From an optimization exercise on the open Yosys and OpenROAD flow, aimed at small area; shortcuts taken in it are not production practice.
In this exercise RTL edits were held to simulation tests only and were not proved equivalent to the original.
Power figures rest on the tool's default switching activity, not on a simulated workload.

==> flow/constraint.sdc <==
create_clock -name core_clock -period 6.0 [get_ports {clk}]
set_input_delay 1.2000 -clock core_clock [delete_from_list [all_inputs] [get_ports {clk}]]
set_output_delay 1.2000 -clock core_clock [all_outputs]
set_load 0.01 [all_outputs]
==> flow/standard.sh <==
#!/bin/bash
# synth_recipe.tcl (not shown) runs the flow's synth.tcl, then flattens the netlist and writes it again
# the make line also repeats each setting of config.mk as NAME=value (left out here)
make -C /OpenROAD-flow-scripts/flow DESIGN_CONFIG=/design/flow/config.mk WORK_HOME=/design/flow/orfs CLKGATE_MAP_FILE= SYNTH_SCRIPT=/design/flow/synth_recipe.tcl "${@:-finish}"
==> flow/config.mk <==
export PLATFORM = sky130hd
export DESIGN_NAME = systolic_array
export DESIGN_NICKNAME = systolic_array
export VERILOG_FILES = /design/flow/design.v
export SDC_FILE = /design/flow/constraint.sdc
export NUM_CORES = 4
export LEC_CHECK = 0
export ABC_AREA = 1
export CAP_MARGIN = 20
export CORE_MARGIN = 2
export CORE_UTILIZATION = 75
export GPL_TIMING_DRIVEN = 0
export PLACE_DENSITY = 0.78
export SETUP_SLACK_MARGIN = 0.15
export SLEW_MARGIN = 20
==> flow/design.v <==
module PE(
    input wire [7:0] a,
    input wire [7:0] b,
    input wire en,
    input wire clk,
    input wire rst,
    output reg [15:0] result
);
reg cy;
wire pp0_0 = a[0] & b[0] & en;
wire pp0_1 = a[0] & b[1] & en;
wire pp0_2 = a[0] & b[2] & en;
wire pp0_3 = a[0] & b[3] & en;
wire pp0_4 = a[0] & b[4] & en;
wire pp0_5 = a[0] & b[5] & en;
wire pp0_6 = a[0] & b[6] & en;
wire pp0_7 = a[0] & b[7] & en;
wire pp1_0 = a[1] & b[0] & en;
wire pp1_1 = a[1] & b[1] & en;
wire pp1_2 = a[1] & b[2] & en;
wire pp1_3 = a[1] & b[3] & en;
wire pp1_4 = a[1] & b[4] & en;
wire pp1_5 = a[1] & b[5] & en;
wire pp1_6 = a[1] & b[6] & en;
wire pp1_7 = a[1] & b[7] & en;
wire pp2_0 = a[2] & b[0] & en;
wire pp2_1 = a[2] & b[1] & en;
wire pp2_2 = a[2] & b[2] & en;
wire pp2_3 = a[2] & b[3] & en;
wire pp2_4 = a[2] & b[4] & en;
wire pp2_5 = a[2] & b[5] & en;
wire pp2_6 = a[2] & b[6] & en;
wire pp2_7 = a[2] & b[7] & en;
wire pp3_0 = a[3] & b[0] & en;
wire pp3_1 = a[3] & b[1] & en;
wire pp3_2 = a[3] & b[2] & en;
wire pp3_3 = a[3] & b[3] & en;
wire pp3_4 = a[3] & b[4] & en;
wire pp3_5 = a[3] & b[5] & en;
wire pp3_6 = a[3] & b[6] & en;
wire pp3_7 = a[3] & b[7] & en;
wire pp4_0 = a[4] & b[0] & en;
wire pp4_1 = a[4] & b[1] & en;
wire pp4_2 = a[4] & b[2] & en;
wire pp4_3 = a[4] & b[3] & en;
wire pp4_4 = a[4] & b[4] & en;
wire pp4_5 = a[4] & b[5] & en;
wire pp4_6 = a[4] & b[6] & en;
wire pp4_7 = a[4] & b[7] & en;
wire pp5_0 = a[5] & b[0] & en;
wire pp5_1 = a[5] & b[1] & en;
wire pp5_2 = a[5] & b[2] & en;
wire pp5_3 = a[5] & b[3] & en;
wire pp5_4 = a[5] & b[4] & en;
wire pp5_5 = a[5] & b[5] & en;
wire pp5_6 = a[5] & b[6] & en;
wire pp5_7 = a[5] & b[7] & en;
wire pp6_0 = a[6] & b[0] & en;
wire pp6_1 = a[6] & b[1] & en;
wire pp6_2 = a[6] & b[2] & en;
wire pp6_3 = a[6] & b[3] & en;
wire pp6_4 = a[6] & b[4] & en;
wire pp6_5 = a[6] & b[5] & en;
wire pp6_6 = a[6] & b[6] & en;
wire pp6_7 = a[6] & b[7] & en;
wire pp7_0 = a[7] & b[0] & en;
wire pp7_1 = a[7] & b[1] & en;
wire pp7_2 = a[7] & b[2] & en;
wire pp7_3 = a[7] & b[3] & en;
wire pp7_4 = a[7] & b[4] & en;
wire pp7_5 = a[7] & b[5] & en;
wire pp7_6 = a[7] & b[6] & en;
wire pp7_7 = a[7] & b[7] & en;
wire s5_0h = result[5] ^ pp0_5;
wire c5_0h = result[5] & pp0_5;
wire s6_0 = result[6] ^ pp0_6 ^ pp1_5;
wire c6_0 = (result[6] & pp0_6) | (pp1_5 & (result[6] ^ pp0_6));
wire s6_1h = pp2_4 ^ pp3_3;
wire c6_1h = pp2_4 & pp3_3;
wire s7_1 = result[7] ^ pp0_7 ^ pp1_6;
wire c7_1 = (result[7] & pp0_7) | (pp1_6 & (result[7] ^ pp0_7));
wire s7_2 = pp2_5 ^ pp3_4 ^ pp4_3;
wire c7_2 = (pp2_5 & pp3_4) | (pp4_3 & (pp2_5 ^ pp3_4));
wire s7_2h = pp5_2 ^ pp6_1;
wire c7_2h = pp5_2 & pp6_1;
wire s8_3 = result[8] ^ pp1_7 ^ pp2_6;
wire c8_3 = (result[8] & pp1_7) | (pp2_6 & (result[8] ^ pp1_7));
wire s8_4 = pp3_5 ^ pp4_4 ^ pp5_3;
wire c8_4 = (pp3_5 & pp4_4) | (pp5_3 & (pp3_5 ^ pp4_4));
wire s8_3h = pp6_2 ^ pp7_1;
wire c8_3h = pp6_2 & pp7_1;
wire s9_5 = result[9] ^ pp2_7 ^ pp3_6;
wire c9_5 = (result[9] & pp2_7) | (pp3_6 & (result[9] ^ pp2_7));
wire s9_6 = pp4_5 ^ pp5_4 ^ pp6_3;
wire c9_6 = (pp4_5 & pp5_4) | (pp6_3 & (pp4_5 ^ pp5_4));
wire s10_7 = result[10] ^ pp3_7 ^ pp4_6;
wire c10_7 = (result[10] & pp3_7) | (pp4_6 & (result[10] ^ pp3_7));
wire s3_4h = result[3] ^ pp0_3;
wire c3_4h = result[3] & pp0_3;
wire s4_8 = result[4] ^ pp0_4 ^ pp1_3;
wire c4_8 = (result[4] & pp0_4) | (pp1_3 & (result[4] ^ pp0_4));
wire s4_5h = pp2_2 ^ pp3_1;
wire c4_5h = pp2_2 & pp3_1;
wire s5_9 = pp1_4 ^ pp2_3 ^ pp3_2;
wire c5_9 = (pp1_4 & pp2_3) | (pp3_2 & (pp1_4 ^ pp2_3));
wire s5_10 = pp4_1 ^ pp5_0 ^ s5_0h;
wire c5_10 = (pp4_1 & pp5_0) | (s5_0h & (pp4_1 ^ pp5_0));
wire s6_11 = pp4_2 ^ pp5_1 ^ pp6_0;
wire c6_11 = (pp4_2 & pp5_1) | (pp6_0 & (pp4_2 ^ pp5_1));
wire s6_12 = c5_0h ^ s6_1h ^ s6_0;
wire c6_12 = (c5_0h & s6_1h) | (s6_0 & (c5_0h ^ s6_1h));
wire s7_13 = pp7_0 ^ c6_1h ^ s7_2h;
wire c7_13 = (pp7_0 & c6_1h) | (s7_2h & (pp7_0 ^ c6_1h));
wire s7_14 = c6_0 ^ s7_1 ^ s7_2;
wire c7_14 = (c6_0 & s7_1) | (s7_2 & (c6_0 ^ s7_1));
wire s8_15 = c7_2h ^ s8_3h ^ c7_1;
wire c8_15 = (c7_2h & s8_3h) | (c7_1 & (c7_2h ^ s8_3h));
wire s8_16 = c7_2 ^ s8_3 ^ s8_4;
wire c8_16 = (c7_2 & s8_3) | (s8_4 & (c7_2 ^ s8_3));
wire s9_17 = pp7_2 ^ c8_3h ^ c8_3;
wire c9_17 = (pp7_2 & c8_3h) | (c8_3 & (pp7_2 ^ c8_3h));
wire s9_18 = c8_4 ^ s9_5 ^ s9_6;
wire c9_18 = (c8_4 & s9_5) | (s9_6 & (c8_4 ^ s9_5));
wire s10_19 = pp5_5 ^ pp6_4 ^ pp7_3;
wire c10_19 = (pp5_5 & pp6_4) | (pp7_3 & (pp5_5 ^ pp6_4));
wire s10_20 = c9_5 ^ c9_6 ^ s10_7;
wire c10_20 = (c9_5 & c9_6) | (s10_7 & (c9_5 ^ c9_6));
wire s11_21 = result[11] ^ pp4_7 ^ pp5_6;
wire c11_21 = (result[11] & pp4_7) | (pp5_6 & (result[11] ^ pp4_7));
wire s11_22 = pp6_5 ^ pp7_4 ^ c10_7;
wire c11_22 = (pp6_5 & pp7_4) | (c10_7 & (pp6_5 ^ pp7_4));
wire s12_23 = result[12] ^ pp5_7 ^ pp6_6;
wire c12_23 = (result[12] & pp5_7) | (pp6_6 & (result[12] ^ pp5_7));
wire s2_6h = result[2] ^ pp0_2;
wire c2_6h = result[2] & pp0_2;
wire s3_24 = pp1_2 ^ pp2_1 ^ pp3_0;
wire c3_24 = (pp1_2 & pp2_1) | (pp3_0 & (pp1_2 ^ pp2_1));
wire s4_25 = pp4_0 ^ c3_4h ^ s4_5h;
wire c4_25 = (pp4_0 & c3_4h) | (s4_5h & (pp4_0 ^ c3_4h));
wire s5_26 = c4_5h ^ c4_8 ^ s5_9;
wire c5_26 = (c4_5h & c4_8) | (s5_9 & (c4_5h ^ c4_8));
wire s6_27 = c5_9 ^ s6_11 ^ c5_10;
wire c6_27 = (c5_9 & s6_11) | (c5_10 & (c5_9 ^ s6_11));
wire s7_28 = c6_11 ^ s7_13 ^ c6_12;
wire c7_28 = (c6_11 & s7_13) | (c6_12 & (c6_11 ^ s7_13));
wire s8_29 = c7_13 ^ c7_14 ^ s8_15;
wire c8_29 = (c7_13 & c7_14) | (s8_15 & (c7_13 ^ c7_14));
wire s9_30 = c8_15 ^ c8_16 ^ s9_17;
wire c9_30 = (c8_15 & c8_16) | (s9_17 & (c8_15 ^ c8_16));
wire s10_31 = s10_19 ^ c9_17 ^ c9_18;
wire c10_31 = (s10_19 & c9_17) | (c9_18 & (s10_19 ^ c9_17));
wire s11_32 = c10_19 ^ s11_21 ^ c10_20;
wire c11_32 = (c10_19 & s11_21) | (c10_20 & (c10_19 ^ s11_21));
wire s12_33 = pp7_5 ^ c11_21 ^ s12_23;
wire c12_33 = (pp7_5 & c11_21) | (s12_23 & (pp7_5 ^ c11_21));
wire s13_34 = result[13] ^ pp6_7 ^ pp7_6;
wire c13_34 = (result[13] & pp6_7) | (pp7_6 & (result[13] ^ pp6_7));
wire s1_7h = result[1] ^ pp0_1;
wire c1_7h = result[1] & pp0_1;
wire s2_35 = pp1_1 ^ pp2_0 ^ s2_6h;
wire c2_35 = (pp1_1 & pp2_0) | (s2_6h & (pp1_1 ^ pp2_0));
wire s3_36 = c2_6h ^ s3_4h ^ s3_24;
wire c3_36 = (c2_6h & s3_4h) | (s3_24 & (c2_6h ^ s3_4h));
wire s4_37 = c3_24 ^ s4_8 ^ s4_25;
wire c4_37 = (c3_24 & s4_8) | (s4_25 & (c3_24 ^ s4_8));
wire s5_38 = c4_25 ^ s5_10 ^ s5_26;
wire c5_38 = (c4_25 & s5_10) | (s5_26 & (c4_25 ^ s5_10));
wire s6_39 = c5_26 ^ s6_12 ^ s6_27;
wire c6_39 = (c5_26 & s6_12) | (s6_27 & (c5_26 ^ s6_12));
wire s7_40 = s7_14 ^ c6_27 ^ s7_28;
wire c7_40 = (s7_14 & c6_27) | (s7_28 & (s7_14 ^ c6_27));
wire s8_41 = s8_16 ^ c7_28 ^ s8_29;
wire c8_41 = (s8_16 & c7_28) | (s8_29 & (s8_16 ^ c7_28));
wire s9_42 = s9_18 ^ c8_29 ^ s9_30;
wire c9_42 = (s9_18 & c8_29) | (s9_30 & (s9_18 ^ c8_29));
wire s10_43 = s10_20 ^ c9_30 ^ s10_31;
wire c10_43 = (s10_20 & c9_30) | (s10_31 & (s10_20 ^ c9_30));
wire s11_44 = s11_22 ^ c10_31 ^ s11_32;
wire c11_44 = (s11_22 & c10_31) | (s11_32 & (s11_22 ^ c10_31));
wire s12_45 = c11_22 ^ s12_33 ^ c11_32;
wire c12_45 = (c11_22 & s12_33) | (c11_32 & (c11_22 ^ s12_33));
wire s13_46 = c12_23 ^ s13_34 ^ c12_33;
wire c13_46 = (c12_23 & s13_34) | (c12_33 & (c12_23 ^ s13_34));
wire s14_47 = result[14] ^ pp7_7 ^ c13_34;
wire c14_47 = (result[14] & pp7_7) | (c13_34 & (result[14] ^ pp7_7));
wire r0 = result[0] ^ pp0_0;
wire rc0 = result[0] & pp0_0;
wire r1 = pp1_0 ^ rc0 ^ s1_7h;
wire rc1 = (pp1_0 & rc0) | (s1_7h & (pp1_0 ^ rc0));
wire r2 = c1_7h ^ rc1 ^ s2_35;
wire rc2 = (c1_7h & rc1) | (s2_35 & (c1_7h ^ rc1));
wire r3 = c2_35 ^ s3_36 ^ rc2;
wire rc3 = (c2_35 & s3_36) | (rc2 & (c2_35 ^ s3_36));
wire r4 = c3_36 ^ s4_37 ^ rc3;
wire rc4 = (c3_36 & s4_37) | (rc3 & (c3_36 ^ s4_37));
wire r5 = c4_37 ^ s5_38 ^ rc4;
wire rc5 = (c4_37 & s5_38) | (rc4 & (c4_37 ^ s5_38));
wire r6 = c5_38 ^ s6_39 ^ rc5;
wire rc6 = (c5_38 & s6_39) | (rc5 & (c5_38 ^ s6_39));
wire r7 = c6_39 ^ s7_40 ^ rc6;
wire rc7 = (c6_39 & s7_40) | (rc6 & (c6_39 ^ s7_40));
wire r8 = c7_40 ^ s8_41 ^ rc7;
wire rc8 = (c7_40 & s8_41) | (rc7 & (c7_40 ^ s8_41));
wire r9 = c8_41 ^ s9_42 ^ rc8;
wire rc9 = (c8_41 & s9_42) | (rc8 & (c8_41 ^ s9_42));
wire cy_next = rc9;
wire r10 = cy ^ c9_42 ^ s10_43;
wire rc10 = (cy & c9_42) | (s10_43 & (cy ^ c9_42));
wire r11 = c10_43 ^ s11_44 ^ rc10;
wire rc11 = (c10_43 & s11_44) | (rc10 & (c10_43 ^ s11_44));
wire r12 = c11_44 ^ s12_45 ^ rc11;
wire rc12 = (c11_44 & s12_45) | (rc11 & (c11_44 ^ s12_45));
wire r13 = s13_46 ^ c12_45 ^ rc12;
wire rc13 = (s13_46 & c12_45) | (rc12 & (s13_46 ^ c12_45));
wire r14 = s14_47 ^ c13_46 ^ rc13;
wire rc14 = (s14_47 & c13_46) | (rc13 & (s14_47 ^ c13_46));
wire r15 = result[15] ^ c14_47 ^ rc14;
always @(posedge clk or posedge rst) begin
    if (rst) begin
        result <= 16'd0;
        cy <= 1'b0;
    end else begin
        result <= {r15, r14, r13, r12, r11, r10, r9, r8, r7, r6, r5, r4, r3, r2, r1, r0};
        cy <= cy_next;
    end
end
endmodule
module systolic_array(
    input wire[7:0] inp_west0,
    input wire[7:0] inp_west4,
    input wire[7:0] inp_west8,
    input wire[7:0] inp_west12,
    input wire[7:0] inp_north0,
    input wire[7:0] inp_north1,
    input wire[7:0] inp_north2,
    input wire[7:0] inp_north3,
    output wire [15:0] out00,
    output wire [15:0] out01,
    output wire [15:0] out02,
    output wire [15:0] out03,
    output wire [15:0] out04,
    output wire [15:0] out05,
    output wire [15:0] out06,
    output wire [15:0] out07,
    output wire [15:0] out08,
    output wire [15:0] out09,
    output wire [15:0] out10,
    output wire [15:0] out11,
    output wire [15:0] out12,
    output wire [15:0] out13,
    output wire [15:0] out14,
    output wire [15:0] out15,
    input wire clk,
    input wire rst,
    output reg done);
reg [3:0] cycle_counter;
always @(posedge clk or posedge rst) begin
    if (rst) begin
        cycle_counter <= 4'd0;
        done <= 1'b0;
    end else if (cycle_counter != 4'd11) begin
        cycle_counter <= cycle_counter + 4'd1;
    end else begin
        done <= 1'b1;
    end
end
wire [3:0] count_next = (cycle_counter != 4'd11) ? cycle_counter + 4'd1 : cycle_counter;
reg [7:0] win;
always @(posedge clk or posedge rst) begin
    if (rst)
        win <= 8'b00000011;
    else begin
        win[0] <= (count_next >= 4'd0) & (count_next <= 4'd7);   
        win[1] <= (count_next >= 4'd0) & (count_next <= 4'd10);   
        win[2] <= (count_next >= 4'd1) & (count_next <= 4'd8);   
        win[3] <= (count_next >= 4'd1) & (count_next <= 4'd9);   
        win[4] <= (count_next >= 4'd1) & (count_next <= 4'd10);   
        win[5] <= (count_next >= 4'd2) & (count_next <= 4'd9);   
        win[6] <= (count_next >= 4'd2) & (count_next <= 4'd10);   
        win[7] <= (count_next >= 4'd3) & (count_next <= 4'd10);   
    end
end
wire [7:0] W0 = inp_west0, W1 = inp_west4, W2 = inp_west8, W3 = inp_west12;
wire [7:0] N0 = inp_north0, N1 = inp_north1, N2 = inp_north2, N3 = inp_north3;
reg [7:0] wd0_1;
reg [7:0] wd0_2;
reg [7:0] wd0_3;
reg [7:0] wd1_1;
reg [7:0] wd1_2;
reg [7:0] wd2_1;
reg [7:0] nd0_1;
reg [7:0] nd0_2;
reg [7:0] nd0_3;
reg [7:0] nd1_1;
reg [7:0] nd1_2;
reg [7:0] nd2_1;
always @(posedge clk) begin
    wd0_1 <= W0;
    wd0_2 <= wd0_1;
    wd0_3 <= wd0_2;
    wd1_1 <= W1;
    wd1_2 <= wd1_1;
    wd2_1 <= W2;
    nd0_1 <= N0;
    nd0_2 <= nd0_1;
    nd0_3 <= nd0_2;
    nd1_1 <= N1;
    nd1_2 <= nd1_1;
    nd2_1 <= N2;
end
wire [15:0] c00;
PE pe00 (.a(W0), .b(N0), .en(win[1]), .clk(clk), .rst(rst), .result(c00));   
wire [15:0] c01;
PE pe01 (.a(wd0_1), .b(N1), .en(win[4]), .clk(clk), .rst(rst), .result(c01));   
wire [15:0] c02;
PE pe02 (.a(wd0_2), .b(N2), .en(win[6]), .clk(clk), .rst(rst), .result(c02));   
wire [15:0] c03;
PE pe03 (.a(wd0_3), .b(N3), .en(win[7]), .clk(clk), .rst(rst), .result(c03));   
wire [15:0] c10;
PE pe10 (.a(W1), .b(nd0_1), .en(win[4]), .clk(clk), .rst(rst), .result(c10));   
wire [15:0] c11;
PE pe11 (.a(wd1_1), .b(nd1_1), .en(win[4]), .clk(clk), .rst(rst), .result(c11));   
wire [15:0] c12;
PE pe12 (.a(wd1_2), .b(nd2_1), .en(win[6]), .clk(clk), .rst(rst), .result(c12));   
wire [15:0] c13;
PE pe13 (.a(wd1_2), .b(N3), .en(win[5]), .clk(clk), .rst(rst), .result(c13));   
wire [15:0] c20;
PE pe20 (.a(W2), .b(nd0_2), .en(win[6]), .clk(clk), .rst(rst), .result(c20));   
wire [15:0] c21;
PE pe21 (.a(wd2_1), .b(nd1_2), .en(win[6]), .clk(clk), .rst(rst), .result(c21));   
wire [15:0] c22;
PE pe22 (.a(wd2_1), .b(nd2_1), .en(win[3]), .clk(clk), .rst(rst), .result(c22));   
wire [15:0] c23;
PE pe23 (.a(wd2_1), .b(N3), .en(win[2]), .clk(clk), .rst(rst), .result(c23));   
wire [15:0] c30;
PE pe30 (.a(W3), .b(nd0_3), .en(win[7]), .clk(clk), .rst(rst), .result(c30));   
wire [15:0] c31;
PE pe31 (.a(W3), .b(nd1_2), .en(win[5]), .clk(clk), .rst(rst), .result(c31));   
wire [15:0] c32;
PE pe32 (.a(W3), .b(nd2_1), .en(win[2]), .clk(clk), .rst(rst), .result(c32));   
wire [15:0] c33;
PE pe33 (.a(W3), .b(N3), .en(win[0]), .clk(clk), .rst(rst), .result(c33));   
assign out03 = c00;
assign out02 = c01;
assign out01 = c02;
assign out00 = c03;
assign out07 = c10;
assign out06 = c11;
assign out05 = c12;
assign out04 = c13;
assign out11 = c20;
assign out10 = c21;
assign out09 = c22;
assign out08 = c23;
assign out15 = c30;
assign out14 = c31;
assign out13 = c32;
assign out12 = c33;
endmodule
==> flow/flow/run.sh <==
#!/bin/bash
# The standard layout (standard.sh) with these changes:
#  - SYNTH_ARGS=-noabc: Yosys's quick ABC pass inside `synth` is skipped, so the explicit
#    full-adder trees in the RTL reach extract_fa unchanged and map to fa/ha cells without
#    inverters between them (the final ABC mapping still runs as usual);
#  - port buffers are buf_1 instead of the 10 um2 delay buffers buffer_ports picks by default
#    (every input and output port still gets its own buffer);
#  - REMOVE_ABC_BUFFERS=1: the floorplan step removes the buffers ABC inserted instead of
#    resizing for timing that early (repair_design and repair_timing run later as usual);
#  - clock tree: no dummy loads, clkbuf_16 only, sink clusters of up to 30 within 80 um.
set -euo pipefail
export SYNTH_ARGS=-noabc
export REMOVE_ABC_BUFFERS=1
export BUFFER_PORTS_ARGS="-inputs -outputs -buffer_cell sky130_fd_sc_hd__buf_1"
export CTS_ARGS="-sink_clustering_enable -repair_clock_nets -dont_use_dummy_load -sink_clustering_size 30 -sink_clustering_max_diameter 80 -buf_list {sky130_fd_sc_hd__clkbuf_16}"
bash standard.sh > standard.log 2>&1
==> impl_metrics.csv, run 1 <==
group,metric,value,unit
timing,max_clock_freq,174,MHz
clock_network,clk_latency,640,ps
routing,vias_per_cell,6.26,
floorplan,die_area,50100,um^2
finish,syn2layout_area_growth,8.90,%
routing,final_antenna_net_count,0,
global_routing,grt_max_degree,98,
logic_synthesis,synth.avg_cell_area,12.4,um^2
worst_setup_path,critPathLaunch,"inp_north3[5]",
finish,fillerInstances,2657,
global_routing,global_route.usage.total,0.400,
worst_setup_path,reg2reg_to,"pe12.result[15]$_DFF_PP0_",
worst_setup_path,worstSetupEndpointType,"flip-flop",
floorplan,io-pin-count,323,
pwr,power_density,267,nW/um^2
finish,final_util,0.827,
logic_synthesis,yosys_register_bits,381,
worst_setup_path,worst-setup-path-type,"input port to flip-flop",
clock_network,clock-root-buffer,"clkbuf_16",
timing,fin_crit_sh,0.961,
routing,vias,24060,
clock_network,clockBufferDepth,3,
run,cap_violations,0,
worst_setup_path,reg2reg_from,"win[6]$_DFF_PP0_",
floorplan,fp.dieW,224,um
clock_network,number_of_sinks_driven_by_the_clock_tree,381,
routing,drt_drc_violations_left,0,
pwr,vdd_drop_max,0.000254,V
routing,route.detailed.wl_per_inst,24.2,um
logic_synthesis,synthCells,2915,
worst_setup_path,worst_setup_path_start_kind,"input port",
logic_synthesis,synthesis.area,36300,um^2
timing,setup_violations,0,
logic_synthesis,yosys_warnings,2,
timing,min_period,5760,ps
global_routing,overflow,0,
floorplan,core_area,47700,um^2
worst_setup_path,worst-r2r-cell-count,13,
logic_synthesis,synthDominantAreaCellType,"fa_1",
logic_synthesis,synth_top_cell_area_share,0.547,
worst_setup_path,reg_to_reg_slack_setup,250,ps
logic_synthesis,synthTopCellsByArea,"fa_1, dfrtp_1, nor2_1",
timing,worstMarginPinSlew,962,ps
timing,max-slew-margin-rel,0.358,
timing,fin_tns_setup,0,ps
worst_setup_path,worstPathArrival,6250,ps
routing,wl,93.2,mm
routing,first_pass_iters,6,
logic_synthesis,sequential_element_share_of_the_synthesized_area,0.250,
place,port_buffers,322,
finish,layout.cells.most_common,"nor2_1",
finish,final_net_count,4436,
clock_network,tritoncts_clock_tree,"done",
hold_path,hp_class,"flip-flop to flip-flop",
global_routing,grt_pass1_vias,27443,
place,gpl.final_weighted_congestion,0.928,
timing,clock_skew,67.3,ps
worst_setup_path,worst_setup_path_endpoint,"pe13.result[15]$_DFF_PP0_",
finish,layout.cells.most_common_list,"nor2_1, fa_1, buf_1",
floorplan,die_height,224,um
pwr,power.static_leakage,20.2,nW
timing,hold_viol,0,
place,detailed_place_hpwl,71.6,mm
floorplan,floorplan.initialDensity,0.760,
timing,rsz_0062_raised_after_global_routing,"true",
clock_network,number_of_cts_inserted_buffers,30,
global_routing,first_pass_grt_wire_length,150,mm
worst_setup_path,worst-endpoint-required,6490,ps
timing,timing.final.max_slew_violations,0,
routing,drtIter0Drc,2140,
finish,post_route_cells_drive_above_1_share,0.0684,
global_routing,grt_antenna_before_repair,1,
clock_network,htree_num_levels,1,
floorplan,number_of_core_rows,80,
worst_setup_path,top_fanout_value_on_the_critical_path,7,
logic_synthesis,synth_cell_types,23,
outcome,run_status,"finished clean",
clock_network,cts.clk_slew.worst_paths,110,ps
## metal layers
layer | global-route usage | part of all wire
met1 | 0.558 | 0.36
met2 | 0.619 | 0.48
met3 | 0.0950 | 0.10
met4 | 0.180 | 0.060
met5 | 0 | 0
## cells in the mapped netlist
| cell type | number |
|---|---|
| a21oi_1 | 1 |
| and2_4 | 1 |
| buf_1 | 16 |
| buf_2 | 12 |
| clkbuf_1 | 34 |
| dfrtp_1 | 283 |
| dfstp_2 | 2 |
| dfxtp_1 | 96 |
| fa_1 | 992 |
| ha_1 | 146 |
| inv_1 | 100 |
| inv_2 | 2 |
| nand2_1 | 135 |
| nand2_2 | 26 |
| nand2_4 | 2 |
| nand3_1 | 2 |
| nand3_2 | 2 |
| nand4_1 | 2 |
| nor2_1 | 1025 |
| nor2_2 | 2 |
| nor2_4 | 1 |
| or2_2 | 1 |
| xnor2_1 | 32 |
## final cells by class
class | instances | area (um^2) | area share
Clock buffer | 30 | 751 | 0.0190
Timing Repair Buffer | 344 | 1600 | 0.0405
Multi-Input combinational cell | 2370 | 26800 | 0.680
Sequential cell | 381 | 9080 | 0.230
Timing Repair inverter | 3 | 20.0 | 0.000507
Antenna cell | 1 | 2.50 | 0.0000633
Tap cell | 615 | 769 | 0.0195
Inverter | 102 | 439 | 0.0111
## timing repair
item,in CTS,in global routing
pin swaps,0,8
buffers inserted,12,5
hold buffers,0,0
gates resized for setup,36,116
cloned,2,1
setup endpoints to repair,60,61
## power by group
group / switching [mW] / total (mW) / internal (mW)
sequential: 0.962 / 4.43 / 3.47
clock: 0.929 / 1.80 / 0.874
combinational: 2.57 / 4.31 / 1.74
total: 4.46 / 10.6 / 6.09
## critical path: stages
cell and delay [ps]:
buf_2 270, nand2_2 190, nor2_1 170, fa_1 470, fa_1 460, fa_1 510, fa_1 520, fa_1 460
fa_1 480, fa_1 470, fa_1 480, fa_1 440, xnor2_1 140
## how the worst min path moves through the flow
stage | start | to | slack (ps) | cells after the start
floorplan | nd0_2[4]$_DFF_P_ | nd0_3[4]$_DFF_P_ | 330 | 0
global placement | nd1_1[6]$_DFF_P_ | nd1_2[6]$_DFF_P_ | 340 | 0
detailed placement | wd0_2[7]$_DFF_P_ | wd0_3[7]$_DFF_P_ | 340 | 0
CTS | nd0_1[5]$_DFF_P_ | nd0_2[5]$_DFF_P_ | 360 | 0
global route | nd0_1[5]$_DFF_P_ | nd0_2[5]$_DFF_P_ | 340 | 0
finish | nd0_1[5]$_DFF_P_ | nd0_2[5]$_DFF_P_ | 340 | 0
## cell families (layout without fill, tap and decap cells)
| kind of cell | after synthesis | after routing | synth area share |
|---|---|---|---|
| buf+inv | 164 | 479 | 0.0174 |
| flops | 381 | 381 | 0.250 |
| compound gates | 1 | 1 | 0.000138 |
| xor+xnor | 32 | 32 | 0.00773 |
| simple gates | 1199 | 1199 | 0.127 |
| other cells | 0 | 1 | 0 |
| fa+ha+maj | 1138 | 1138 | 0.598 |
## state kept, by name, summed over array words and instances (netlist names), 16 cells and up
signal and count:
pe33.result 16, pe23.result 16, pe20.result 16, pe32.result 16, pe22.result 16, pe12.result 16
pe03.result 16, pe13.result 16, pe30.result 16, pe00.result 16, pe11.result 16, pe10.result 16
pe02.result 16, pe21.result 16, pe01.result 16, pe31.result 16
## through the flow
step / hold slack [ps] / instances / total power [mW] / worst slack (ps) / instance area, um^2
2_1_floorplan: 331 / 2853 / 6.84 / -3060 / 36000
3_3_place_gp: 339 / 3790 / 8.44 / -6700 / 38000
3_5_place_dp: 338 / 3795 / 8.68 / -1080 / 38200
5_1_grt: 342 / 3845 / 11.3 / 75.0 / 39500
4_1_cts: 355 / 3839 / 10.6 / 87.7 / 39200
6_report: 344 / 3846 / 10.6 / 237 / 39500
==> run 2, diff against run 1 <==
--- a/flow/design.v
+++ b/flow/design.v
@@ -226,4 +226,230 @@
 end
 endmodule
+module PE_late(
+    input wire [7:0] a,
+    input wire [7:0] b,
+    input wire en,
+    input wire clk,
+    input wire rst,
+    output reg [15:0] result
+);
+reg cy;
+wire pp0_0 = a[0] & b[0] & en;
+wire pp0_1 = a[0] & b[1] & en;
+wire pp0_2 = a[0] & b[2] & en;
+wire pp0_3 = a[0] & b[3] & en;
+wire pp0_4 = a[0] & b[4] & en;
+wire pp0_5 = a[0] & b[5] & en;
+wire pp0_6 = a[0] & b[6] & en;
+wire pp0_7 = a[0] & b[7] & en;
+wire pp1_0 = a[1] & b[0] & en;
+wire pp1_1 = a[1] & b[1] & en;
+wire pp1_2 = a[1] & b[2] & en;
+wire pp1_3 = a[1] & b[3] & en;
+wire pp1_4 = a[1] & b[4] & en;
+wire pp1_5 = a[1] & b[5] & en;
+wire pp1_6 = a[1] & b[6] & en;
+wire pp1_7 = a[1] & b[7] & en;
+wire pp2_0 = a[2] & b[0] & en;
+wire pp2_1 = a[2] & b[1] & en;
+wire pp2_2 = a[2] & b[2] & en;
+wire pp2_3 = a[2] & b[3] & en;
+wire pp2_4 = a[2] & b[4] & en;
+wire pp2_5 = a[2] & b[5] & en;
+wire pp2_6 = a[2] & b[6] & en;
+wire pp2_7 = a[2] & b[7] & en;
+wire pp3_0 = a[3] & b[0] & en;
+wire pp3_1 = a[3] & b[1] & en;
+wire pp3_2 = a[3] & b[2] & en;
+wire pp3_3 = a[3] & b[3] & en;
+wire pp3_4 = a[3] & b[4] & en;
+wire pp3_5 = a[3] & b[5] & en;
+wire pp3_6 = a[3] & b[6] & en;
+wire pp3_7 = a[3] & b[7] & en;
+wire pp4_0 = a[4] & b[0] & en;
+wire pp4_1 = a[4] & b[1] & en;
+wire pp4_2 = a[4] & b[2] & en;
+wire pp4_3 = a[4] & b[3] & en;
+wire pp4_4 = a[4] & b[4] & en;
+wire pp4_5 = a[4] & b[5] & en;
+wire pp4_6 = a[4] & b[6] & en;
+wire pp4_7 = a[4] & b[7] & en;
+wire pp5_0 = a[5] & b[0] & en;
+wire pp5_1 = a[5] & b[1] & en;
+wire pp5_2 = a[5] & b[2] & en;
+wire pp5_3 = a[5] & b[3] & en;
+wire pp5_4 = a[5] & b[4] & en;
+wire pp5_5 = a[5] & b[5] & en;
+wire pp5_6 = a[5] & b[6] & en;
+wire pp5_7 = a[5] & b[7] & en;
+wire pp6_0 = a[6] & b[0] & en;
+wire pp6_1 = a[6] & b[1] & en;
+wire pp6_2 = a[6] & b[2] & en;
+wire pp6_3 = a[6] & b[3] & en;
+wire pp6_4 = a[6] & b[4] & en;
+wire pp6_5 = a[6] & b[5] & en;
+wire pp6_6 = a[6] & b[6] & en;
+wire pp6_7 = a[6] & b[7] & en;
+wire pp7_0 = a[7] & b[0] & en;
+wire pp7_1 = a[7] & b[1] & en;
+wire pp7_2 = a[7] & b[2] & en;
+wire pp7_3 = a[7] & b[3] & en;
+wire pp7_4 = a[7] & b[4] & en;
+wire pp7_5 = a[7] & b[5] & en;
+wire pp7_6 = a[7] & b[6] & en;
+wire pp7_7 = a[7] & b[7] & en;
+wire s5_0h = result[5] ^ pp0_5;
+wire c5_0h = result[5] & pp0_5;
+wire s6_0 = result[6] ^ pp0_6 ^ pp1_5;
+wire c6_0 = (result[6] & pp0_6) | (pp1_5 & (result[6] ^ pp0_6));
+wire s6_1h = pp2_4 ^ pp3_3;
+wire c6_1h = pp2_4 & pp3_3;
+wire s7_1 = result[7] ^ pp0_7 ^ pp1_6;
+wire c7_1 = (result[7] & pp0_7) | (pp1_6 & (result[7] ^ pp0_7));
+wire s7_2 = pp2_5 ^ pp3_4 ^ pp4_3;
+wire c7_2 = (pp2_5 & pp3_4) | (pp4_3 & (pp2_5 ^ pp3_4));
+wire s7_2h = pp5_2 ^ pp6_1;
+wire c7_2h = pp5_2 & pp6_1;
+wire s8_3 = result[8] ^ pp1_7 ^ pp2_6;
+wire c8_3 = (result[8] & pp1_7) | (pp2_6 & (result[8] ^ pp1_7));
+wire s8_4 = pp3_5 ^ pp4_4 ^ pp5_3;
+wire c8_4 = (pp3_5 & pp4_4) | (pp5_3 & (pp3_5 ^ pp4_4));
+wire s8_3h = pp6_2 ^ pp7_1;
+wire c8_3h = pp6_2 & pp7_1;
+wire s9_5 = result[9] ^ pp2_7 ^ pp3_6;
+wire c9_5 = (result[9] & pp2_7) | (pp3_6 & (result[9] ^ pp2_7));
+wire s9_6 = pp4_5 ^ pp5_4 ^ pp6_3;
+wire c9_6 = (pp4_5 & pp5_4) | (pp6_3 & (pp4_5 ^ pp5_4));
+wire s10_7 = result[10] ^ pp3_7 ^ pp4_6;
+wire c10_7 = (result[10] & pp3_7) | (pp4_6 & (result[10] ^ pp3_7));
+wire s3_4h = result[3] ^ pp0_3;
+wire c3_4h = result[3] & pp0_3;
+wire s4_8 = result[4] ^ pp0_4 ^ pp1_3;
+wire c4_8 = (result[4] & pp0_4) | (pp1_3 & (result[4] ^ pp0_4));
+wire s4_5h = pp2_2 ^ pp3_1;
+wire c4_5h = pp2_2 & pp3_1;
+wire s5_9 = pp1_4 ^ pp2_3 ^ pp3_2;
+wire c5_9 = (pp1_4 & pp2_3) | (pp3_2 & (pp1_4 ^ pp2_3));
+wire s5_10 = pp4_1 ^ pp5_0 ^ s5_0h;
+wire c5_10 = (pp4_1 & pp5_0) | (s5_0h & (pp4_1 ^ pp5_0));
+wire s6_11 = pp4_2 ^ pp5_1 ^ pp6_0;
+wire c6_11 = (pp4_2 & pp5_1) | (pp6_0 & (pp4_2 ^ pp5_1));
+wire s6_12 = c5_0h ^ s6_1h ^ s6_0;
+wire c6_12 = (c5_0h & s6_1h) | (s6_0 & (c5_0h ^ s6_1h));
+wire s7_13 = pp7_0 ^ c6_1h ^ s7_2h;
+wire c7_13 = (pp7_0 & c6_1h) | (s7_2h & (pp7_0 ^ c6_1h));
+wire s7_14 = c6_0 ^ s7_1 ^ s7_2;
+wire c7_14 = (c6_0 & s7_1) | (s7_2 & (c6_0 ^ s7_1));
+wire s8_15 = c7_2h ^ s8_3h ^ c7_1;
+wire c8_15 = (c7_2h & s8_3h) | (c7_1 & (c7_2h ^ s8_3h));
+wire s8_16 = c7_2 ^ s8_3 ^ s8_4;
+wire c8_16 = (c7_2 & s8_3) | (s8_4 & (c7_2 ^ s8_3));
+wire s9_17 = pp7_2 ^ c8_3h ^ c8_3;
+wire c9_17 = (pp7_2 & c8_3h) | (c8_3 & (pp7_2 ^ c8_3h));
+wire s9_18 = c8_4 ^ s9_5 ^ s9_6;
+wire c9_18 = (c8_4 & s9_5) | (s9_6 & (c8_4 ^ s9_5));
+wire s10_19 = pp5_5 ^ pp6_4 ^ pp7_3;
+wire c10_19 = (pp5_5 & pp6_4) | (pp7_3 & (pp5_5 ^ pp6_4));
+wire s10_20 = c9_5 ^ c9_6 ^ s10_7;
+wire c10_20 = (c9_5 & c9_6) | (s10_7 & (c9_5 ^ c9_6));
+wire s11_21 = result[11] ^ pp4_7 ^ pp5_6;
+wire c11_21 = (result[11] & pp4_7) | (pp5_6 & (result[11] ^ pp4_7));
+wire s11_22 = pp6_5 ^ pp7_4 ^ c10_7;
+wire c11_22 = (pp6_5 & pp7_4) | (c10_7 & (pp6_5 ^ pp7_4));
+wire s12_23 = result[12] ^ pp5_7 ^ pp6_6;
+wire c12_23 = (result[12] & pp5_7) | (pp6_6 & (result[12] ^ pp5_7));
+wire s2_6h = result[2] ^ pp0_2;
+wire c2_6h = result[2] & pp0_2;
+wire s3_24 = pp1_2 ^ pp2_1 ^ pp3_0;
+wire c3_24 = (pp1_2 & pp2_1) | (pp3_0 & (pp1_2 ^ pp2_1));
+wire s4_25 = pp4_0 ^ c3_4h ^ s4_5h;
+wire c4_25 = (pp4_0 & c3_4h) | (s4_5h & (pp4_0 ^ c3_4h));
+wire s5_26 = c4_5h ^ c4_8 ^ s5_9;
+wire c5_26 = (c4_5h & c4_8) | (s5_9 & (c4_5h ^ c4_8));
+wire s6_27 = c5_9 ^ s6_11 ^ c5_10;
+wire c6_27 = (c5_9 & s6_11) | (c5_10 & (c5_9 ^ s6_11));
+wire s7_28 = c6_11 ^ s7_13 ^ c6_12;
+wire c7_28 = (c6_11 & s7_13) | (c6_12 & (c6_11 ^ s7_13));
+wire s8_29 = c7_13 ^ c7_14 ^ s8_15;
+wire c8_29 = (c7_13 & c7_14) | (s8_15 & (c7_13 ^ c7_14));
+wire s9_30 = c8_15 ^ c8_16 ^ s9_17;
+wire c9_30 = (c8_15 & c8_16) | (s9_17 & (c8_15 ^ c8_16));
+wire s10_31 = s10_19 ^ c9_17 ^ c9_18;
+wire c10_31 = (s10_19 & c9_17) | (c9_18 & (s10_19 ^ c9_17));
+wire s11_32 = c10_19 ^ s11_21 ^ c10_20;
+wire c11_32 = (c10_19 & s11_21) | (c10_20 & (c10_19 ^ s11_21));
+wire s12_33 = pp7_5 ^ c11_21 ^ s12_23;
+wire c12_33 = (pp7_5 & c11_21) | (s12_23 & (pp7_5 ^ c11_21));
+wire s13_34 = result[13] ^ pp6_7 ^ pp7_6;
+wire c13_34 = (result[13] & pp6_7) | (pp7_6 & (result[13] ^ pp6_7));
+wire s1_7h = result[1] ^ pp0_1;
+wire c1_7h = result[1] & pp0_1;
+wire s2_35 = pp1_1 ^ pp2_0 ^ s2_6h;
+wire c2_35 = (pp1_1 & pp2_0) | (s2_6h & (pp1_1 ^ pp2_0));
+wire s3_36 = c2_6h ^ s3_4h ^ s3_24;
+wire c3_36 = (c2_6h & s3_4h) | (s3_24 & (c2_6h ^ s3_4h));
+wire s4_37 = c3_24 ^ s4_8 ^ s4_25;
+wire c4_37 = (c3_24 & s4_8) | (s4_25 & (c3_24 ^ s4_8));
+wire s5_38 = c4_25 ^ s5_10 ^ s5_26;
+wire c5_38 = (c4_25 & s5_10) | (s5_26 & (c4_25 ^ s5_10));
+wire s6_39 = c5_26 ^ s6_12 ^ s6_27;
+wire c6_39 = (c5_26 & s6_12) | (s6_27 & (c5_26 ^ s6_12));
+wire s7_40 = s7_14 ^ c6_27 ^ s7_28;
+wire c7_40 = (s7_14 & c6_27) | (s7_28 & (s7_14 ^ c6_27));
+wire s8_41 = s8_16 ^ c7_28 ^ s8_29;
+wire c8_41 = (s8_16 & c7_28) | (s8_29 & (s8_16 ^ c7_28));
+wire s9_42 = s9_18 ^ c8_29 ^ s9_30;
+wire c9_42 = (s9_18 & c8_29) | (s9_30 & (s9_18 ^ c8_29));
+wire s10_43 = s10_20 ^ c9_30 ^ s10_31;
+wire c10_43 = (s10_20 & c9_30) | (s10_31 & (s10_20 ^ c9_30));
+wire s11_44 = s11_22 ^ c10_31 ^ s11_32;
+wire c11_44 = (s11_22 & c10_31) | (s11_32 & (s11_22 ^ c10_31));
+wire s12_45 = c11_22 ^ s12_33 ^ c11_32;
+wire c12_45 = (c11_22 & s12_33) | (c11_32 & (c11_22 ^ s12_33));
+wire s13_46 = c12_23 ^ s13_34 ^ c12_33;
+wire c13_46 = (c12_23 & s13_34) | (c12_33 & (c12_23 ^ s13_34));
+wire s14_47 = result[14] ^ pp7_7 ^ c13_34;
+wire c14_47 = (result[14] & pp7_7) | (c13_34 & (result[14] ^ pp7_7));
+wire r0 = result[0] ^ pp0_0;
+wire rc0 = result[0] & pp0_0;
+wire r1 = pp1_0 ^ rc0 ^ s1_7h;
+wire rc1 = (pp1_0 & rc0) | (s1_7h & (pp1_0 ^ rc0));
+wire r2 = c1_7h ^ rc1 ^ s2_35;
+wire rc2 = (c1_7h & rc1) | (s2_35 & (c1_7h ^ rc1));
+wire r3 = c2_35 ^ s3_36 ^ rc2;
+wire rc3 = (c2_35 & s3_36) | (rc2 & (c2_35 ^ s3_36));
+wire r4 = c3_36 ^ s4_37 ^ rc3;
+wire rc4 = (c3_36 & s4_37) | (rc3 & (c3_36 ^ s4_37));
+wire r5 = c4_37 ^ s5_38 ^ rc4;
+wire rc5 = (c4_37 & s5_38) | (rc4 & (c4_37 ^ s5_38));
+wire r6 = c5_38 ^ s6_39 ^ rc5;
+wire rc6 = (c5_38 & s6_39) | (rc5 & (c5_38 ^ s6_39));
+wire r7 = c6_39 ^ s7_40 ^ rc6;
+wire rc7 = (c6_39 & s7_40) | (rc6 & (c6_39 ^ s7_40));
+wire r8 = c7_40 ^ s8_41 ^ rc7;
+wire rc8 = (c7_40 & s8_41) | (rc7 & (c7_40 ^ s8_41));
+wire r9 = c8_41 ^ s9_42 ^ rc8;
+wire rc9 = (c8_41 & s9_42) | (rc8 & (c8_41 ^ s9_42));
+wire cy_next = rc9;
+wire r10 = cy ^ c9_42 ^ s10_43;
+wire rc10 = (cy & c9_42) | (s10_43 & (cy ^ c9_42));
+wire r11 = c10_43 ^ s11_44 ^ rc10;
+wire rc11 = (c10_43 & s11_44) | (rc10 & (c10_43 ^ s11_44));
+wire r12 = c11_44 ^ s12_45 ^ rc11;
+wire rc12 = (c11_44 & s12_45) | (rc11 & (c11_44 ^ s12_45));
+wire r13 = s13_46 ^ c12_45 ^ rc12;
+wire rc13 = (s13_46 & c12_45) | (rc12 & (s13_46 ^ c12_45));
+wire r14 = s14_47 ^ c13_46 ^ rc13;
+wire rc14 = (s14_47 & c13_46) | (rc13 & (s14_47 ^ c13_46));
+wire r15 = result[15] ^ c14_47 ^ rc14;
+always @(posedge clk or posedge rst) begin
+    if (rst)
+        result <= 16'd0;
+    else
+        result <= {r15, r14, r13, r12, r11, r10, r9, r8, r7, r6, r5, r4, r3, r2, r1, r0};
+end
+always @(posedge clk)
+    cy <= cy_next;
+endmodule
 module systolic_array(
     input wire[7:0] inp_west0,
@@ -312,31 +538,31 @@
 PE pe00 (.a(W0), .b(N0), .en(win[1]), .clk(clk), .rst(rst), .result(c00));   
 wire [15:0] c01;
-PE pe01 (.a(wd0_1), .b(N1), .en(win[4]), .clk(clk), .rst(rst), .result(c01));   
+PE_late pe01 (.a(wd0_1), .b(N1), .en(win[4]), .clk(clk), .rst(rst), .result(c01));   
 wire [15:0] c02;
-PE pe02 (.a(wd0_2), .b(N2), .en(win[6]), .clk(clk), .rst(rst), .result(c02));   
+PE_late pe02 (.a(wd0_2), .b(N2), .en(win[6]), .clk(clk), .rst(rst), .result(c02));   
 wire [15:0] c03;
-PE pe03 (.a(wd0_3), .b(N3), .en(win[7]), .clk(clk), .rst(rst), .result(c03));   
+PE_late pe03 (.a(wd0_3), .b(N3), .en(win[7]), .clk(clk), .rst(rst), .result(c03));   
 wire [15:0] c10;
-PE pe10 (.a(W1), .b(nd0_1), .en(win[4]), .clk(clk), .rst(rst), .result(c10));   
+PE_late pe10 (.a(W1), .b(nd0_1), .en(win[4]), .clk(clk), .rst(rst), .result(c10));   
 wire [15:0] c11;
-PE pe11 (.a(wd1_1), .b(nd1_1), .en(win[4]), .clk(clk), .rst(rst), .result(c11));   
+PE_late pe11 (.a(wd1_1), .b(nd1_1), .en(win[4]), .clk(clk), .rst(rst), .result(c11));   
 wire [15:0] c12;
-PE pe12 (.a(wd1_2), .b(nd2_1), .en(win[6]), .clk(clk), .rst(rst), .result(c12));   
+PE_late pe12 (.a(wd1_2), .b(nd2_1), .en(win[6]), .clk(clk), .rst(rst), .result(c12));   
 wire [15:0] c13;
-PE pe13 (.a(wd1_2), .b(N3), .en(win[5]), .clk(clk), .rst(rst), .result(c13));   
+PE_late pe13 (.a(wd1_2), .b(N3), .en(win[5]), .clk(clk), .rst(rst), .result(c13));   
 wire [15:0] c20;
-PE pe20 (.a(W2), .b(nd0_2), .en(win[6]), .clk(clk), .rst(rst), .result(c20));   
+PE_late pe20 (.a(W2), .b(nd0_2), .en(win[6]), .clk(clk), .rst(rst), .result(c20));   
 wire [15:0] c21;
-PE pe21 (.a(wd2_1), .b(nd1_2), .en(win[6]), .clk(clk), .rst(rst), .result(c21));   
+PE_late pe21 (.a(wd2_1), .b(nd1_2), .en(win[6]), .clk(clk), .rst(rst), .result(c21));   
 wire [15:0] c22;
-PE pe22 (.a(wd2_1), .b(nd2_1), .en(win[3]), .clk(clk), .rst(rst), .result(c22));   
+PE_late pe22 (.a(wd2_1), .b(nd2_1), .en(win[3]), .clk(clk), .rst(rst), .result(c22));   
 wire [15:0] c23;
-PE pe23 (.a(wd2_1), .b(N3), .en(win[2]), .clk(clk), .rst(rst), .result(c23));   
+PE_late pe23 (.a(wd2_1), .b(N3), .en(win[2]), .clk(clk), .rst(rst), .result(c23));   
 wire [15:0] c30;
-PE pe30 (.a(W3), .b(nd0_3), .en(win[7]), .clk(clk), .rst(rst), .result(c30));   
+PE_late pe30 (.a(W3), .b(nd0_3), .en(win[7]), .clk(clk), .rst(rst), .result(c30));   
 wire [15:0] c31;
-PE pe31 (.a(W3), .b(nd1_2), .en(win[5]), .clk(clk), .rst(rst), .result(c31));   
+PE_late pe31 (.a(W3), .b(nd1_2), .en(win[5]), .clk(clk), .rst(rst), .result(c31));   
 wire [15:0] c32;
-PE pe32 (.a(W3), .b(nd2_1), .en(win[2]), .clk(clk), .rst(rst), .result(c32));   
+PE_late pe32 (.a(W3), .b(nd2_1), .en(win[2]), .clk(clk), .rst(rst), .result(c32));   
 wire [15:0] c33;
 PE pe33 (.a(W3), .b(N3), .en(win[0]), .clk(clk), .rst(rst), .result(c33));   
--- a/flow/config.mk
+++ b/flow/config.mk
@@ -9,7 +9,6 @@
 export CAP_MARGIN = 20
 export CORE_MARGIN = 2
-export CORE_UTILIZATION = 75
+export CORE_UTILIZATION = 65
 export GPL_TIMING_DRIVEN = 0
-export PLACE_DENSITY = 0.78
 export SETUP_SLACK_MARGIN = 0.15
 export SLEW_MARGIN = 20
==> run 2 against run 1 <==
Effect of this change: sequential cell count is the same; synthesized cell count increased by 0.34%; first-iteration DRC count down 21%; clock skew shrank 11 ps; fmax up 0.78%; critical endpoint is now pe30.result[9]$_DFF_PP0_; largest cell class unchanged; largest power group unchanged.
==> impl_metrics.csv, run 2 <==
group,metric,value,unit
global_routing,overflow,0,
global_routing,first_pass_grt_wire_length,147,mm
timing,setup_slack,281,ps
logic_synthesis,sequential_element_share_of_the_synthesized_area,0.248,
logic_synthesis,synthTopCellsByArea,"fa_1, dfrtp_1, nor2_1",
worst_setup_path,critical-path-top-cell-by-count,"fa_1",
pwr,power.combinational.fraction,0.404,
finish,post_route_cells_drive_above_1_share,0.0762,
pwr,vdd_drop_max,0.000259,V
worst_setup_path,crit_path_max_incr_delay,500,ps
finish,layout.cells.most_common,"nor2_1",
timing,timing.final.max_slew_violations,0,
pwr,clock_power_share,0.186,
routing,route.detailed.wl_per_inst,22.9,um
place,port_buffers,322,
routing,vias,23285,
place,gpl.final_weighted_congestion,0.924,
routing,vias_per_cell,5.80,
pwr,netSwitchingFraction,0.418,
timing,fin_tns_setup,0,ps
global_routing,global_route.usage.total,0.343,
finish,final_net_count,4474,
floorplan,die_height,240,um
clock_network,clockBufferDepth,3,
logic_synthesis,synth_cell_types,24,
timing,clock_skew,56.6,ps
logic_synthesis,yosys_warnings,3,
logic_synthesis,synth.avg_cell_area,12.4,um^2
pwr,internal-power,6.21,mW
routing,drtIter0Drc,1700,
worst_setup_path,reg2reg_from,"win[6]$_DFF_PP0_",
logic_synthesis,synth.most_common_cell,"nor2_1",
clock_network,number_of_cts_inserted_buffers,34,
global_routing,grt_max_degree,96,
hold_path,min_delay_path_depth,0,
global_routing,grt_pass1_vias,26277,
timing,worstMarginPinSlew,759,ps
clock_network,cts.clk_slew.worst_paths,110,ps
run,cap_violations,0,
timing,fin_crit_sh,0.953,
pwr,power.sequential.fraction,0.411,
finish,syn2layout_area_growth,10.3,%
worst_setup_path,worst_setup_path_start_kind,"input port",
pwr,power.static_leakage,20.4,nW
routing,first_pass_iters,5,
logic_synthesis,synth_enable_flop_cells,0,
logic_synthesis,synthDominantAreaCellType,"fa_1",
worst_setup_path,worstSetupEndpointType,"flip-flop",
floorplan,core_area,55100,um^2
outcome,run_status,"finished clean",
logic_synthesis,yosys_register_bits,381,
logic_synthesis,synth.top_cells.by_count,"nor2_1, fa_1, dfrtp_1",
place,placed_cells,3944,
clock_network,clk_latency,580,ps
timing,rsz_0062_raised_after_global_routing,"true",
finish,fillerInstances,3981,
timing,setup_violations,0,
routing,drt_drc_violations_left,0,
clock_network,number_of_sinks_driven_by_the_clock_tree,381,
logic_synthesis,synth_top_cell_area_share,0.549,
worst_setup_path,top_fanout_value_on_the_critical_path,13,
worst_setup_path,crit_path_cell_trace,"buf_2 -> clkinvlp_4 -> buf_12 -> nor2_1 -> ha_1 -> fa_1 -> fa_1 -> fa_2 -> fa_1 -> fa_2 -> fa_1 -> fa_1 -> fa_1 -> fa_1",
clock_network,tritoncts_clock_tree,"done",
timing,min_period,5720,ps
pwr,switching_power,4.47,mW
worst_setup_path,worst_setup_path_endpoint,"pe30.result[9]$_DFF_PP0_",
routing,wl,91.9,mm
timing,max-slew-margin-rel,0.493,
pwr,power_density,267,nW/um^2
floorplan,number_of_core_rows,86,
place,detailed_place_hpwl,73.6,mm
logic_synthesis,postSynth.topFlopCell,"dfrtp_1",
hold_path,hp_class,"flip-flop to flip-flop",
global_routing,grt_antenna_before_repair,5,
worst_setup_path,critPathLaunch,"inp_west12[0]",
logic_synthesis,synth-async-reset-ratio,0.711,
floorplan,io-pin-count,323,
clock_network,clock-root-buffer,"clkbuf_16",
floorplan,floorplan.initialDensity,0.657,
worst_setup_path,slowest_stage,"fa_1",
place,setup_slack_placement,-1000,ps
worst_setup_path,worst-endpoint-required,6390,ps
worst_setup_path,reg2reg_to,"pe21.result[9]$_DFF_PP0_",
worst_setup_path,worst-setup-path-type,"input port to flip-flop",
finish,layout.cells.most_common_list,"nor2_1, fa_1, buf_1",
timing,max_clock_freq,175,MHz
routing,final_antenna_net_count,0,
finish,final_util,0.725,
finish,final_cell_count_without_fillers,4017,
floorplan,die_area,57600,um^2
floorplan,fp.dieW,240,um
worst_setup_path,reg_to_reg_slack_setup,320,ps
worst_setup_path,worstPathArrival,6110,ps
timing,hold_viol,0,
logic_synthesis,synthesis.area,36200,um^2
worst_setup_path,worst-r2r-cell-count,13,
clock_network,htree_num_levels,2,
logic_synthesis,synthCells,2925,
[run 2: logic make-up (layout without fill, tap and decap cells)]
group                    after synthesis  count (layout)  synth area share
AND/OR/NAND/NOR                     1200            1200             0.126
adder cells (fa/ha/maj)             1138            1138             0.599
flip-flops                           381             381             0.248
buffers and inverters                170             513            0.0180
XOR/XNOR                              32              32           0.00774
AO/OA/AOI/OAI                          4               4          0.000657
other                                  0               1                 0
[run 2: how the worst min path moves through the flow]
stage	start	endpoint	slack (ps)
2_1_floorplan	nd0_2[6]$_DFF_P_	nd0_3[6]$_DFF_P_	330
3_3_place_gp	nd0_1[5]$_DFF_P_	nd0_2[5]$_DFF_P_	340
3_5_place_dp	nd0_1[5]$_DFF_P_	nd0_2[5]$_DFF_P_	340
4_1_cts	wd0_2[2]$_DFF_P_	wd0_3[2]$_DFF_P_	300
5_1_grt	wd0_2[2]$_DFF_P_	wd0_3[2]$_DFF_P_	300
6_report	wd0_2[2]$_DFF_P_	wd0_3[2]$_DFF_P_	300
[run 2: stage by stage]
step           power, mW  hold slack, ps  instance area, um^2
3_5_place_dp        8.70             341                38200
3_3_place_gp        8.49             339                38100
4_1_cts             10.8             296                39300
5_1_grt             11.5             298                39900
2_1_floorplan       6.84             331                36000
6_report            10.7             298                39900
[run 2: what timing repair did]
action,CTS,global route
cloned,1,0
resized for setup,47,139
setup buffers,7,30
setup endpoints to repair,71,61
hold buffers,0,0
pin swaps,0,6
[run 2: worst max-delay path, delay by kind of cell]
family                   cells  cell delay (ps)
buffers and inverters        3              430
AND/OR/NAND/NOR              1              110
adder cells (fa/ha/maj)     10             4370
[run 2: power by group through the flow]
stage	combinational (mW)	clock [mW]	sequential, mW
final	4.31	1.98	4.38
after global routing	4.90	2.11	4.52
after CTS	4.33	2.03	4.41
after detailed placement	4.26	0	4.44
after global placement	4.08	0	4.41
after floorplan	2.24	0	4.61
[run 2: routing by layer]
| layer | vias up | routed length [um] | part of all wire | global-route usage |
|---|---|---|---|---|
| li1 | 9529 | - | - | - |
| met1 | 12454 | 35100 | 0.38 | 0.471 |
| met2 | 1059 | 44100 | 0.48 | 0.533 |
| met3 | 235 | 7890 | 0.086 | 0.0868 |
| met4 | 8 | 4680 | 0.051 | 0.144 |
| met5 | - | 52 | 0.00057 | 0 |
[run 2: cell type report]
type                    instances  area [um^2]  share of cell area
clock buffers                  34          851              0.0213
repair buffers                363         1710              0.0428
inverters                     115          493              0.0124
repair inverters                1         7.51            0.000188
multi-input cells            2374        26900               0.674
diodes                          1         2.50           0.0000627
well taps                     748          936              0.0234
flip-flops and latches        381         9000               0.226
==> run 3, diff against run 2 <==
--- a/flow/config.mk
+++ b/flow/config.mk
@@ -11,4 +11,4 @@
 export CORE_UTILIZATION = 65
 export GPL_TIMING_DRIVEN = 0
-export SETUP_SLACK_MARGIN = 0.15
+export SETUP_SLACK_MARGIN = 0.08
 export SLEW_MARGIN = 20
==> run 3 against run 2 <==
Effect of this change: first-iteration DRC count is 2.8% higher; still clean on timing, DRC and antenna; via count is 0.65% lower; final cell count is 0.47% lower; largest cell class unchanged; non-clock buffer count is 20 lower; fmax is 1.7% lower; synthesized cell count stayed put.
==> impl_metrics.csv, run 3 <==
group,metric,value,unit
logic_synthesis,synth-async-reset-ratio,0.711,
clock_network,cts.clk_slew.worst_paths,110,ps
timing,setup_violations,0,
clock_network,htree_num_levels,2,
routing,vias,23134,
finish,syn2layout_area_growth,9.35,%
global_routing,grt_pass1_vias,26260,
worst_setup_path,worstSetupEndpointType,"flip-flop",
pwr,vdd_drop_max,0.000259,V
clock_network,number_of_sinks_driven_by_the_clock_tree,381,
clock_network,clockBufferDepth,3,
worst_setup_path,worst-setup-path-type,"flip-flop to flip-flop",
routing,first_pass_iters,7,
place,gpl.final_weighted_congestion,0.924,
worst_setup_path,worst-endpoint-required,6420,ps
clock_network,cts_hold_fix_bufs,0,
floorplan,die_area,57600,um^2
clock_network,clk_latency,570,ps
finish,final_util,0.719,
finish,layout.cells.most_common,"nor2_1",
logic_synthesis,yosys_register_bits,381,
worst_setup_path,reg2reg_from,"win[6]$_DFF_PP0_",
logic_synthesis,synth_enable_flop_cells,0,
logic_synthesis,synth.top_cells.by_count,"nor2_1, fa_1, dfrtp_1",
finish,post_route_cells_drive_above_1_share,0.0530,
routing,final_antenna_net_count,0,
routing,drtIter0Drc,1747,
floorplan,core_area,55100,um^2
timing,fin_tns_setup,0,ps
global_routing,grt_antenna_before_repair,5,
finish,fillerInstances,4024,
timing,rsz_0062_raised_after_global_routing,"true",
clock_network,number_of_cts_inserted_buffers,34,
logic_synthesis,synth.avg_cell_area,12.4,um^2
logic_synthesis,synth_top_cell_area_share,0.549,
floorplan,number_of_core_rows,86,
place,port_buffers,322,
place,post_dp_cell_area,38200,um^2
logic_synthesis,synth_cell_types,24,
logic_synthesis,synthesis.area,36200,um^2
global_routing,global_route.usage.total,0.342,
timing,max_clock_freq,172,MHz
outcome,run_status,"finished clean",
routing,wl,91.6,mm
timing,timing.final.max_slew_violations,0,
logic_synthesis,sequential_element_share_of_the_synthesized_area,0.248,
routing,drt_drc_violations_left,0,
global_routing,grt_max_degree,96,
hold_path,hp_class,"flip-flop to flip-flop",
timing,clock_skew,56.7,ps
floorplan,die_height,240,um
worst_setup_path,critPathLaunch,"win[6]$_DFF_PP0_",
pwr,power_density,269,nW/um^2
run,cap_violations,0,
finish,final_net_count,4454,
clock_network,clock-root-buffer,"clkbuf_16",
timing,hold_viol,0,
worst_setup_path,top_fanout_value_on_the_critical_path,16,
worst_setup_path,worstPathArrival,6240,ps
worst_setup_path,worst_setup_path_start_kind,"flip-flop",
logic_synthesis,synthTopCellsByArea,"fa_1, dfrtp_1, nor2_1",
routing,vias_per_cell,5.79,
logic_synthesis,synthCells,2925,
routing,route.detailed.wl_per_inst,22.9,um
floorplan,floorplan.initialDensity,0.657,
finish,layout.cells.most_common_list,"nor2_1, fa_1, buf_1",
place,detailed_place_hpwl,73.6,mm
timing,fin_crit_sh,0.969,
logic_synthesis,postSynth.topFlopCell,"dfrtp_1",
global_routing,first_pass_grt_wire_length,147,mm
timing,max-slew-margin-rel,0.483,
hold_path,hold_path.startpoint,"wd0_2[2]$_DFF_P_",
floorplan,io-pin-count,323,
logic_synthesis,yosys_warnings,3,
finish,fin_area,39600,um^2
logic_synthesis,synth.most_common_cell,"nor2_1",
clock_network,tritoncts_clock_tree,"done",
timing,min_period,5820,ps
global_routing,overflow,0,
timing,worstMarginPinSlew,775,ps
pwr,power.static_leakage,20.2,nW
logic_synthesis,synthDominantAreaCellType,"fa_1",
floorplan,fp.dieW,240,um
run 3: critical path: stages (launching register included):
cell	delay, ps
dfrtp_4	560
clkbuf_16	220
nand2_1	290
nor2_1	90
ha_1	320
fa_1	430
fa_1	480
fa_1	480
fa_1	480
fa_1	460
fa_1	460
fa_1	460
fa_1	460
fa_1	490
run 3: logic make-up (layout without fill, tap and decap cells):
family	count (synthesis)	count (layout)	share of synthesized area
xor gates and xnor gates	32	32	0.00774
AOI/OAI and AO/OA	4	4	0.000657
adders and majority gates	1138	1138	0.599
buffers and inverters	170	493	0.0180
and+or+nand+nor	1200	1200	0.126
DFF	381	381	0.248
other	0	2	0
run 3: layout make-up:
cell class,count,area (um^2),area share
Antenna cell,2,5.00,0.000126
Clock buffer,34,851,0.0215
Inverter,115,472,0.0119
Multi-Input combinational cell,2374,26800,0.676
Sequential cell,381,9000,0.227
Tap cell,748,936,0.0236
Timing Repair Buffer,343,1550,0.0392
Timing Repair inverter,1,7.51,0.000190
run 3: path summary, 6_finish.rpt:
check	endpoint	slack (ps)	cells past startpoint
setup / recovery	pe21.result[9]$_DFF_PP0_	180	13
hold / removal	wd0_3[2]$_DFF_P_	290	0
setup reg to reg	pe21.result[9]$_DFF_PP0_	180	13
hold reg to reg	wd0_3[2]$_DFF_P_	290	0
max in group asynchronous	pe33.result[5]$_DFF_PP0_	4210	4
min in group asynchronous	pe01.result[3]$_DFF_PP0_	630	2
run 3: routing by layer:
metal	up-vias	GRT usage	wire length, um
met3	234	0.0851	7920
met2	1048	0.530	44000
met5	-	0.00433	52
met4	8	0.146	4690
li1	9486	-	-
met1	12358	0.470	34900
run 3: report_power, final:
part / switching, mW / total, mW / leakage, nW / internal, mW
logic: 2.57 / 4.29 / 15.7 / 1.72
registers: 0.909 / 4.38 / 4.08 / 3.47
clock network: 0.971 / 1.97 / 0.419 / 1.00
run 3: repair_timing:
| action | 4_1_cts | 5_1_grt |
|---|---|---|
| setup endpoints to repair | 66 | 54 |
| gates resized for setup | 31 | 84 |
| pin swaps | 0 | 2 |
| buffers inserted | 5 | 12 |
| gates cloned | 1 | 0 |
run 3: metrics by stage:
step	total power, mW	std cells	setup slack [ps]	hold WS [ps]
3_5_place_dp	8.70	3944	-1000	341
5_1_grt	11.5	3996	24.3	298
6_report	10.6	3998	184	294
3_3_place_gp	8.49	3940	-6490	339
4_1_cts	10.8	3984	77.7	296
2_1_floorplan	6.84	2870	-2660	331

==> re-timing with driven ports <==
In the flow no input, the clock included, has a driving cell. The finished layouts below were timed again as built, in two steps. Step 1 assumes that a clkbuf_16 drives the clock port and a buf_2 every other input. Step 2 adds t to the input delays and takes it off the output delays; t is the mean of the earliest and latest rising clock arrival at the registers after step 1. Input paths then give back, and output paths get back, about the clock's delay inside the block. Three values: no drivers, after step 1, after step 2; two values: the first two.
run | shift t [ns] | setup slack, ns | pins driven straight from the clock port
run 1 | 0.669 | 0.237 / 0.248 / -0.404 | 1
run 2 | 0.611 | 0.281 / 0.318 / -0.289 | 1
run 3 | 0.613 | 0.184 / 0.184 / -0.368 | 1
With both steps, setup timing fails in every run listed, where it was met with ideal ports. The setup slack of run 1, which loses most, moves by +0.011 ns with the drivers and by -0.641 ns with both steps.
